This design comes from an exercise in tuning for small area on the open sky130 flow, not from production work. Function was checked by simulation only, so behaviour that the tests miss may differ from the original. The clock port is modelled as an ideal driver, which makes a skipped or thinned clock tree look cheaper than it is; a real chip needs a root buffer or a tree. No activity file was given, so power comes from the tool's default toggle rates.

north:
==> flow/design.v (excerpt) <==
module spi_top (
    input         clk,
    input         rst_n,
    input  [31:0] in_data_A,         
    output [31:0] out_data_B,        
    output [31:0] out_data_A,        
    output        done_A_to_B,       
    output        response_ready,    
    output        done_B_to_A        
);
export LEC_CHECK = 0
export CAP_MARGIN = 20
export CORE_MARGIN = 2
export CORE_UTILIZATION = 65
export SLEW_MARGIN = 20
export SYNTH_HIERARCHICAL = 1
create_clock -name core_clock -period 5.0 [get_ports {clk}]
standard.sh (not shown) runs the stock make flow with config.mk's settings and CLKGATE_MAP_FILE= SYNTH_SCRIPT=/design/flow/synth_recipe.tcl, a recipe that flattens the netlist after the stock synthesis.
==> flow/flow/run.sh <==
#!/bin/bash
# The standard layout, with:
# - the smallest buffer on the ports instead of the resizer's default pick;
# - a clock tree of clkbuf_4 leaves under a clkbuf_8 root.
set -euo pipefail
bash standard.sh \
  "BUFFER_PORTS_ARGS=-buffer_cell sky130_fd_sc_hd__buf_1" \
  "CTS_ARGS=-sink_clustering_enable -repair_clock_nets -buf_list sky130_fd_sc_hd__clkbuf_4 -root_buf sky130_fd_sc_hd__clkbuf_8" \
  finish > standard.log 2>&1
Relative to north, the following input files were edited for south:
==> flow/flow/run.sh <==
#!/bin/bash
# The standard layout, with:
# - the smallest buffer on the ports instead of the resizer's default pick;
# - a clock tree of clkbuf_4 leaves under a clkbuf_8 root;
# - ABC's buffers removed before placement, and cells on paths with slack
#   downsized after global routing.
set -euo pipefail
bash standard.sh \
  "BUFFER_PORTS_ARGS=-buffer_cell sky130_fd_sc_hd__buf_1" \
  "CTS_ARGS=-sink_clustering_enable -repair_clock_nets -buf_list sky130_fd_sc_hd__clkbuf_4 -root_buf sky130_fd_sc_hd__clkbuf_8" \
  "REMOVE_ABC_BUFFERS=1" \
  "RECOVER_POWER=100" \
  finish > standard.log 2>&1
Findings:
- Fraction of power spent switching nets ended up 0.33 points higher on south than on north.
- The setup slack of south was inferior to that of north.
- north and south ended up with nearly the same combinational share of power.
- On wire length of the first global-routing pass, north and south are neck and neck.
- Looking at maximum fanout encountered on the critical timing path, south sits 24 above north.
- Final checks on south, whose flow otherwise completed, came back failing, citing max-capacitance violations, max-slew violations.
Setup changes, south to east
==> flow/flow/run.sh <==
#!/bin/bash
# The standard layout, with the smallest buffer on the ports instead of the
# resizer's default pick.
set -euo pipefail
bash standard.sh "BUFFER_PORTS_ARGS=-buffer_cell sky130_fd_sc_hd__buf_1" finish > standard.log 2>&1
diff --git a/flow/config.mk b/flow/config.mk
--- a/flow/config.mk
+++ b/flow/config.mk
@@ -9,4 +9,7 @@
 export CORE_MARGIN = 2
 export CORE_UTILIZATION = 65
+export CTS_BUF_LIST = sky130_fd_sc_hd__clkbuf_16
+export CTS_CLUSTER_DIAMETER = 100
+export CTS_CLUSTER_SIZE = 50
 export SLEW_MARGIN = 20
 export SYNTH_HIERARCHICAL = 1
Notes after the runs:
- east reached the final stage; the timing, DRC and antenna checks on its layout passed.
- Side by side, post-route worst hold slack turned out lower in east than in south.
- Measured against each other, east and south differ in ratio of final minimum period to clock period, the lower figure coming from east.
- Higher wire length on met1 among east and south: east
- Looking only at worst path required time, and setting everything else aside, the lower value of east and south goes to east.
- Compared with south, east has extra setup slack.
- The share of total power in the clock network in east sits 5.6 points above the value recorded for south.
- [diff] final area, east relative to south: regression
Here is what was changed in the inputs of west compared with east.
diff --git a/flow/config.mk b/flow/config.mk
--- a/flow/config.mk
+++ b/flow/config.mk
@@ -8,8 +8,5 @@
 export CAP_MARGIN = 20
 export CORE_MARGIN = 2
-export CORE_UTILIZATION = 65
-export CTS_BUF_LIST = sky130_fd_sc_hd__clkbuf_16
-export CTS_CLUSTER_DIAMETER = 100
-export CTS_CLUSTER_SIZE = 50
+export CORE_UTILIZATION = 40
 export SLEW_MARGIN = 20
 export SYNTH_HIERARCHICAL = 1
Findings:
- The higher clock network power consumption of west and east is in east.
- Half-perimeter wire length after placement grows by a few percent when moving from east to west.
- Re effective utilization at floorplan: east was higher than west.
- Fraction of layout instances using a drive strength above 1 came out higher on west than on east.
- Diff east -> west: synthesis-to-layout area growth went down by 0.45 points, via count of the first global-routing pass went up by 80.
> inputs changed (west -> middle)
diff --git a/flow/config.mk b/flow/config.mk
--- a/flow/config.mk
+++ b/flow/config.mk
@@ -8,5 +8,8 @@
 export CAP_MARGIN = 20
 export CORE_MARGIN = 2
-export CORE_UTILIZATION = 40
+export CORE_UTILIZATION = 65
+export CTS_BUF_LIST = sky130_fd_sc_hd__clkbuf_8
+export CTS_CLUSTER_DIAMETER = 60
+export CTS_CLUSTER_SIZE = 26
 export SLEW_MARGIN = 20
 export SYNTH_HIERARCHICAL = 1
Results
Measured against west, the die area of middle comes out at 0.63 times the reference value.
Between west and middle, setup slack decreased.
Per the comparison of middle with west, depth of the CTS H-tree closely matched the old numbers, arrival time reported for the critical path endpoint increased by 0.02 ns relative to the old numbers, area growth from synthesis to layout decreased by 2.2 points relative to the old numbers.
From west to middle the numbers moved as follows: power after layout saw an increase, part of the power in combinational logic saw a decrease, clock slew at the register clock pins of the worst setup and hold paths saw a decrease, core utilization saw an increase.


## job 101
spi_top, a different RTL version from the one above (not shown whole).
Size in the first run: about 290 cells after synthesis, ~100 I/O pins, ~3700 µm² of cells after synthesis.
==> flow/config.mk <==
export PLATFORM = sky130hd
export DESIGN_NAME = spi_top
export DESIGN_NICKNAME = spi_top
export VERILOG_FILES = /design/flow/design.v
export SDC_FILE = /design/flow/constraint.sdc
export NUM_CORES = 4
export LEC_CHECK = 0
export CAP_MARGIN = 20
export CORE_MARGIN = 2
export CORE_UTILIZATION = 65
export SLEW_MARGIN = 20
export SYNTH_HIERARCHICAL = 1
==> flow/constraint.sdc <==
create_clock -name core_clock -period 5.0 [get_ports {clk}]
set_input_delay 1.0000 -clock core_clock [delete_from_list [all_inputs] [get_ports {clk}]]
set_output_delay 1.0000 -clock core_clock [all_outputs]
set_load 0.01 [all_outputs]
==> flow/flow/run.sh <==
#!/bin/bash
# The standard layout, with:
# - the smallest buffer on the ports instead of the resizer's default pick;
# - a clock tree without dummy loads, whose leaves flow/merge_leaves.tcl then
#   merges pairwise into clkbuf_16s (CTS stops its H-tree at 15 sinks a leaf);
# - ABC told that a cell output drives 1 fF, not 5, so it keeps the one-cell
#   modules of rtl/spi_top.v at drive strength 1 (sizing is left to the
#   resizer, which sees the real loads).
set -euo pipefail
bash standard.sh \
  "BUFFER_PORTS_ARGS=-buffer_cell sky130_fd_sc_hd__buf_1" \
  "CTS_ARGS=-sink_clustering_enable -repair_clock_nets -dont_use_dummy_load -root_buf sky130_fd_sc_hd__clkbuf_4" \
  "POST_CTS_TCL=$PWD/flow/merge_leaves.tcl" \
  "ABC_LOAD_IN_FF=1" \
  finish > standard.log 2>&1
==> flow/flow/merge_leaves.tcl <==
# Post-CTS: halve the number of clock leaf buffers. TritonCTS stops its H-tree at
# 15 sinks per leaf; for this design two neighbouring leaves fit one clkbuf_16.
# Each leaf buffer is paired with its nearest unpaired neighbour, the pair's
# sinks moved onto one buffer, the other buffer removed, and the kept buffer
# sized up. The leaves stay on the same root, one level down, so every sink
# keeps the same number of buffers on its clock path.
proc clk_leaf_merge { } {
  set block [ord::get_db_block]
  set clknet [$block findNet clk]
  set roots {}
  foreach it [$clknet getITerms] { if {[$it isInputSignal]} { lappend roots [$it getInst] } }
  if {[llength $roots] != 1} { puts "merge: [llength $roots] roots, skipped"; return }
  set root [lindex $roots 0]
  set rootnet [[$root findITerm X] getNet]
  set leaves {}
  foreach it [$rootnet getITerms] {
    if {[$it isInputSignal]} {
      set inst [$it getInst]
      if {![string match *clkbuf* [[$inst getMaster] getName]]} { puts "merge: root drives [[$inst getMaster] getName], skipped"; return }
      lappend leaves $inst
    }
  }
  puts "merge: [llength $leaves] leaves"
  set left $leaves
  while {[llength $left] >= 2} {
    set a [lindex $left 0]
    set left [lrange $left 1 end]
    lassign [$a getLocation] ax ay
    set best -1; set bd 1e18
    for {set i 0} {$i < [llength $left]} {incr i} {
      lassign [[lindex $left $i] getLocation] bx by
      set d [expr {abs($ax-$bx) + abs($ay-$by)}]
      if {$d < $bd} { set bd $d; set best $i }
    }
    set b [lindex $left $best]
    set left [lreplace $left $best $best]
    set na [[$a findITerm X] getNet]
    set nb [[$b findITerm X] getNet]
    foreach it [$nb getITerms] {
      if {[$it isInputSignal]} { $it disconnect; $it connect $na }
    }
    # move the kept buffer to the middle of the pair
    lassign [$b getLocation] bx by
    $a setLocation [expr {($ax+$bx)/2}] [expr {($ay+$by)/2}]
    [$b findITerm A] disconnect
    odb::dbInst_destroy $b
    odb::dbNet_destroy $nb
    replace_cell [get_cells [$a getName]] sky130_fd_sc_hd__clkbuf_16
  }
}
clk_leaf_merge
detailed_placement
estimate_parasitics -placement
## Diff of input files: job 102 against job 101
Settings: changing CAP_MARGIN from 20 to 0; changing SLEW_MARGIN from 20 to 0.
==> flow/flow/run.sh <==
#!/bin/bash
# The standard layout, with:
# - the smallest buffer on the ports instead of the resizer's default pick;
# - a clock tree without dummy loads, whose leaves flow/merge_leaves.tcl then
#   merges pairwise into four clkbuf_16s (CTS stops its H-tree at 15 sinks a
#   leaf), driven straight from the clock port;
# - ABC told that a cell output drives 1 fF, not 5, so it keeps the one-cell
#   modules of rtl/spi_top.v at drive strength 1 (sizing is left to the
#   resizer, which sees the real loads).
set -euo pipefail
bash standard.sh \
  "BUFFER_PORTS_ARGS=-buffer_cell sky130_fd_sc_hd__buf_1" \
  "CTS_ARGS=-sink_clustering_enable -repair_clock_nets -dont_use_dummy_load -root_buf sky130_fd_sc_hd__clkbuf_4" \
  "POST_CTS_TCL=$PWD/flow/merge_leaves.tcl" \
  "ABC_LOAD_IN_FF=1" \
  finish > standard.log 2>&1
-- flow/flow/merge_leaves.tcl --
<<< job 101, line 49
  }
}
clk_leaf_merge
detailed_placement
estimate_parasitics -placement
>>> job 102, line 49
  }
}
proc clk_root_drop { } {
  set block [ord::get_db_block]
  set clknet [$block findNet clk]
  set roots {}
  foreach it [$clknet getITerms] { if {[$it isInputSignal]} { lappend roots [$it getInst] } }
  if {[llength $roots] != 1} { return }
  set root [lindex $roots 0]
  set rootnet [[$root findITerm X] getNet]
  set loads {}
  foreach it [$rootnet getITerms] { if {[$it isInputSignal]} { lappend loads $it } }
  if {[llength $loads] > 4} { puts "drop: [llength $loads] leaves, root kept"; return }
  foreach it $loads { $it disconnect; $it connect $clknet }
  [$root findITerm A] disconnect
  odb::dbInst_destroy $root
  odb::dbNet_destroy $rootnet
  puts "drop: root removed, clk drives [llength $loads] leaves"
}
clk_leaf_merge
clk_root_drop
detailed_placement
estimate_parasitics -placement
### Flow results
First-pass GRT wire length (higher): job 101. When job 102 is set beside job 101, its post-route fraction of the period consumed by the critical path turns out to be 3.1 points larger. When job 102 is set beside job 101, its critical path depth turns out to be 1 smaller. Looking at maximum vdd drop across both flows, job 102 is the stronger of the two, with job 101 trailing. Job 101 vs job 102, end of the critical path: tx[18]$_DFF_P_ vs rx[1]$_DFF_PN0_. The higher global-route usage of job 102 and job 101 is in job 101. Compared with job 101, in job 102 achievable clock frequency now smaller, post-layout minimum cycle time +0.16 ns.
What job 103 does differently from job 102 at the input level:
==> flow/flow/run.sh <==
#!/bin/bash
# The standard layout, with:
# - the smallest buffer on the ports instead of the resizer's default pick;
# - a clock tree without dummy loads, whose leaves flow/merge_leaves.tcl then
#   merges pairwise into four clkbuf_16s (CTS stops its H-tree at 15 sinks a
#   leaf), driven straight from the clock port.
set -euo pipefail
bash standard.sh \
  "BUFFER_PORTS_ARGS=-buffer_cell sky130_fd_sc_hd__buf_1" \
  "CTS_ARGS=-sink_clustering_enable -repair_clock_nets -dont_use_dummy_load -root_buf sky130_fd_sc_hd__clkbuf_4" \
  "POST_CTS_TCL=$PWD/flow/merge_leaves.tcl" \
  "ABC_LOAD_IN_FF=1" \
  finish > standard.log 2>&1
[summary]
Job 103: full flow OK, the timing, DRC and antenna checks passed
Diff job 102..job 103 | post-synthesis instance total | unchanged
Job 103 against job 102: wire length has remained practically unchanged, non-clock inverter total of the final layout has remained practically unchanged, flip-flop and latch count has remained practically unchanged, floorplan row count has remained practically unchanged.

re-timing with driven ports:
The results above use ideal ports. As a check the final layouts listed here were re-extracted and re-timed, cells and wires unchanged.
Step 1 sets driving cells, clkbuf_16 on the clock port and buf_2 on the other inputs (assumed; they add their load-dependent delay and slew).
Step 2 also shifts input and output timing later by t, the mid clock arrival at the registers, as if the neighbouring blocks saw the same clock.
a / b / c = ideal / step 1 / step 2; a / b = the first two.
run	t (ns)	setup WS [ns]	hold WS [ns]	worst setup path after step 2	worst register clock-pin slew, ns
north	0.403	1.951 / 1.919 / 2.298	0.502 / 0.502 / 0.502	register to register	0.10 / 0.10
south	0.391	1.328 / 1.328 / 1.328	0.504 / 0.504 / 0.504	register to register	0.10 / 0.10
east	0.369	1.997 / 1.961 / 2.294	0.495 / 0.495 / 0.495	register to register	0.07 / 0.07
west	0.385	1.966 / 1.934 / 2.237	0.503 / 0.503 / 0.503	register to register	0.11 / 0.11
middle	0.401	1.950 / 1.919 / 2.311	0.501 / 0.501 / 0.501	register to register	0.10 / 0.10
job 101	0.452	2.182 / 2.182 / 2.182	0.460 / 0.456 / 0.506	register to register	0.10 / 0.10
job 102	0.229	2.026 / 2.026 / 2.026	0.502 / 0.502 / 0.502	register to register	0.10 / 0.10
job 103	0.229	2.026 / 2.026 / 2.026	0.502 / 0.502 / 0.502	register to register	0.10 / 0.10
